Context: an optimization exercise on an open-source flow, tuned for a short achievable clock period and few clock cycles. The choices shown serve that exercise and are no tape-out recipe.
Only simulation tests tie the RTL to the original design; equivalence was not proved.
Power is estimated from default activity; no workload was simulated.

== job 7713 ==
==> flow/design.v (excerpt) <==
module fmrt_core (
    input             clk,
    input             rst,
    output     [31:0] imem_addr,
    input      [31:0] imem_rdata,
    output     [31:0] dmem_addr,
    input      [31:0] dmem_rdata,
    output            dmem_we,
    output     [31:0] dmem_wdata
);
    localparam [31:0] RESET_PC = 32'h0000E100;
    function [2:0] cmp3(input [31:0] x, input [31:0] y);
        begin
            cmp3[2] = (x == y);
            cmp3[1] = ({~x[31], x[30:0]} < {~y[31], y[30:0]});
            cmp3[0] = (x < y);
        end
    endfunction
    function [31:0] ks_add(input [31:0] x, input [31:0] y, input cin);
        reg [31:0] g, p, gn, pn;
        integer i, d;
        begin
            g = x & y;
            p = x ^ y;
            g[0] = g[0] | (p[0] & cin);
            for (d = 1; d < 32; d = d * 2) begin
                gn = g; pn = p;
                for (i = d; i < 32; i = i + 1) begin
                    gn[i] = g[i] | (p[i] & g[i-d]);
                    pn[i] = p[i] & p[i-d];
                end
                g = gn; p = pn;
            end
            ks_add = (x ^ y) ^ {g[30:0], cin};
        end
    endfunction
    reg  [31:0] pc_f;
    reg         fd_valid;
    reg  [31:0] fd_insn;
    reg  [31:0] fd_pc;
    reg         fd_bt;                
    reg  [31:0] fd_ptgt;              
    reg         fd_jec;               
    reg         de_valid;
    reg  [31:0] de_a, de_b, de_sd;    
    reg  [31:0] de_bx;                
    reg  [31:0] de_c;                 
    reg  [31:0] de_alt;               
    reg         de_a_em, de_b_em, de_s_em;    
    reg  [4:0]  de_rd;
    reg         de_wr;
    reg         de_r_add, de_r_log, de_r_sft, de_r_slt, de_r_c;
    reg         de_sub, de_sub_h;     
  ...
Size: about 9,900 cells after synthesis, about 2,300 flip-flops, ~160 I/O pins, about 120,000 um2 of cells after synthesis.
==> flow/config.mk <==
export PLATFORM = sky130hd
export DESIGN_NAME = fmrt_core
export DESIGN_NICKNAME = fmrt_core
export VERILOG_FILES = /design/flow/design.v
export SDC_FILE = /design/flow/constraint.sdc
export NUM_CORES = 4
export LEC_CHECK = 0
export ABC_CLOCK_PERIOD_IN_PS = 3000
export CAP_MARGIN = 20
export CORE_MARGIN = 2
export CORE_UTILIZATION = 40
export PLACE_DENSITY = 0.6
export SETUP_SLACK_MARGIN = 5
export SLEW_MARGIN = 20
==> flow/constraint.sdc <==
create_clock -name core_clock -period 10.0 [get_ports {clk}]
set_input_delay 2.0000 -clock core_clock [delete_from_list [all_inputs] [get_ports {clk}]]
set_output_delay 2.0000 -clock core_clock [all_outputs]
set_load 0.01 [all_outputs]
standard.sh (not shown) runs the stock make flow with config.mk's settings and CLKGATE_MAP_FILE= SYNTH_SCRIPT=/design/flow/synth_recipe.tcl, a recipe that flattens the netlist after the stock synthesis.
==> flow/flow/run.sh <==
#!/bin/bash
set -euo pipefail
MARGIN=${MARGIN:-7}
sed -e "s/SETUP_SLACK_MARGIN=[0-9.]*/SETUP_SLACK_MARGIN=${MARGIN}/" standard.sh > standard_margin.sh
grep -q "SETUP_SLACK_MARGIN=${MARGIN}" standard_margin.sh
bash standard_margin.sh > flow_make.log 2>&1
Per the final summary, job 7713 finished and its layout is clean on timing, DRC and antenna.
Testbench counts of job 7713, summed over its fixed seeds: cycles 44,139.
Inputs modified between job 7713 and job 9806:
-- flow/design.v --
<<< job 7713, line 11
);
    localparam [31:0] RESET_PC = 32'h0000E100;
    function [2:0] cmp3(input [31:0] x, input [31:0] y);
        begin
            cmp3[2] = (x == y);
            cmp3[1] = ({~x[31], x[30:0]} < {~y[31], y[30:0]});
            cmp3[0] = (x < y);
        end
    endfunction
>>> job 9806, line 11
);
    localparam [31:0] RESET_PC = 32'h0000E100;
    function lt_tree(input [31:0] x, input [31:0] y);
        reg [31:0] l, e, ln, en;
        integer i, d;
        begin
            l = ~x & y;           
            e = ~(x ^ y);         
            for (d = 1; d < 32; d = d * 2) begin
                ln = l; en = e;
                for (i = d; i < 32; i = i + 1) begin
                    ln[i] = l[i] | (e[i] & l[i-d]);
                    en[i] = e[i] & e[i-d];
                end
                l = ln; e = en;
            end
            lt_tree = l[31];
        end
    endfunction
    function [2:0] cmp3(input [31:0] x, input [31:0] y);
        begin
            cmp3[2] = ~|(x ^ y);
            cmp3[1] = lt_tree({~x[31], x[30:0]}, {~y[31], y[30:0]});
            cmp3[0] = lt_tree(x, y);
        end
    endfunction
<<< job 7713, line 46
    reg  [31:0] de_a, de_b, de_sd;    
    reg  [31:0] de_bx;                
    reg  [31:0] de_c;                 
    reg  [31:0] de_alt;               
>>> job 9806, line 63
    reg  [31:0] de_a, de_b, de_sd;    
    reg  [31:0] de_bx;                
    reg         de_big;               
    reg  [31:0] de_c;                 
    reg  [31:0] de_alt;               
<<< job 7713, line 179
    endfunction
    wire [31:0] logic_r = de_l_and ? (ea & eb) : de_l_or ? (ea | eb) : (ea ^ eb);
    wire        big    = |eb[31:5];
    wire [4:0]  sh     = eb[4:0];
    wire [31:0] sll_r  = ea << sh;
>>> job 9806, line 197
    endfunction
    wire [31:0] logic_r = de_l_and ? (ea & eb) : de_l_or ? (ea | eb) : (ea ^ eb);
    wire        big    = de_b_em ? (|em_res[31:5]) : de_big;
    wire [4:0]  sh     = eb[4:0];
    wire [31:0] sll_r  = ea << sh;
<<< job 7713, line 320
            de_a <= ea; de_b <= eb; de_sd <= es;
            de_bx <= eb ^ {32{de_sub}};
            de_a_em <= 1'b0; de_b_em <= 1'b0; de_s_em <= 1'b0;
        end else begin
>>> job 9806, line 338
            de_a <= ea; de_b <= eb; de_sd <= es;
            de_bx <= eb ^ {32{de_sub}};
            de_big <= |eb[31:5];
            de_a_em <= 1'b0; de_b_em <= 1'b0; de_s_em <= 1'b0;
        end else begin
<<< job 7713, line 325
            de_b    <= use_imm ? d_imm : r2f;
            de_bx   <= d_sub ? ~r2f : (use_imm ? d_imm : r2f);
            de_sd   <= r2f;
            de_a_em <= a_em;
>>> job 9806, line 344
            de_b    <= use_imm ? d_imm : r2f;
            de_bx   <= d_sub ? ~r2f : (use_imm ? d_imm : r2f);
            de_big  <= use_imm ? (|d_imm[31:5]) : (|r2f[31:5]);
            de_sd   <= r2f;
            de_a_em <= a_em;
==> notes.md <==
Multi-input gate share of the layout cell area, job 9806 and job 7713: larger value in job 9806. Measured against each other, job 9806 and job 7713 differ in total power, the higher figure coming from job 9806. On leakage component of the power, job 9806 does better than job 7713. Between job 7713 and job 9806, the die area figures differ only marginally. On clock power, job 9806 and job 7713 are neck and neck. Between job 9806 and job 7713, the difference in final core area utilization is negligible. Diff job 7713 -> job 9806: ratio of final minimum period to clock period rose by 0.80 points, filler cell count in the final layout rose by about 1.4%.
Testbench counts of job 9806, summed over its fixed seeds: cycles 44,139.

## port drivers added, routing unchanged
Ports are ideal in the flow. The routed layouts listed here were re-timed in OpenROAD. Step 1, drivers: a clkbuf_16 drives clk and a buf_2 each remaining input, both assumed. Step 2 adds t to the input delays and takes it off the output delays; t is the mean of the earliest and latest rising clock arrival at the registers after step 1. Input paths then give back, and output paths get back, about the clock's delay inside the block. Slacks: ideal / step 1 / step 2; pairs: ideal / step 1.
| run | t (ns) | setup slack, ns | worst setup path after step 2 | worst data-port slew with drivers (ns) |
|---|---|---|---|---|
| job 7713 | 0.980 | 6.113 / 6.113 / 5.573 | input to register | 0.26 |
| job 9806 | 0.990 | 6.033 / 6.033 / 5.448 | input to register | 0.24 |
After both steps every run listed still meets setup and hold. The setup slack of job 9806, which loses most, moves by 0.000 ns with the drivers and by -0.585 ns with both steps.
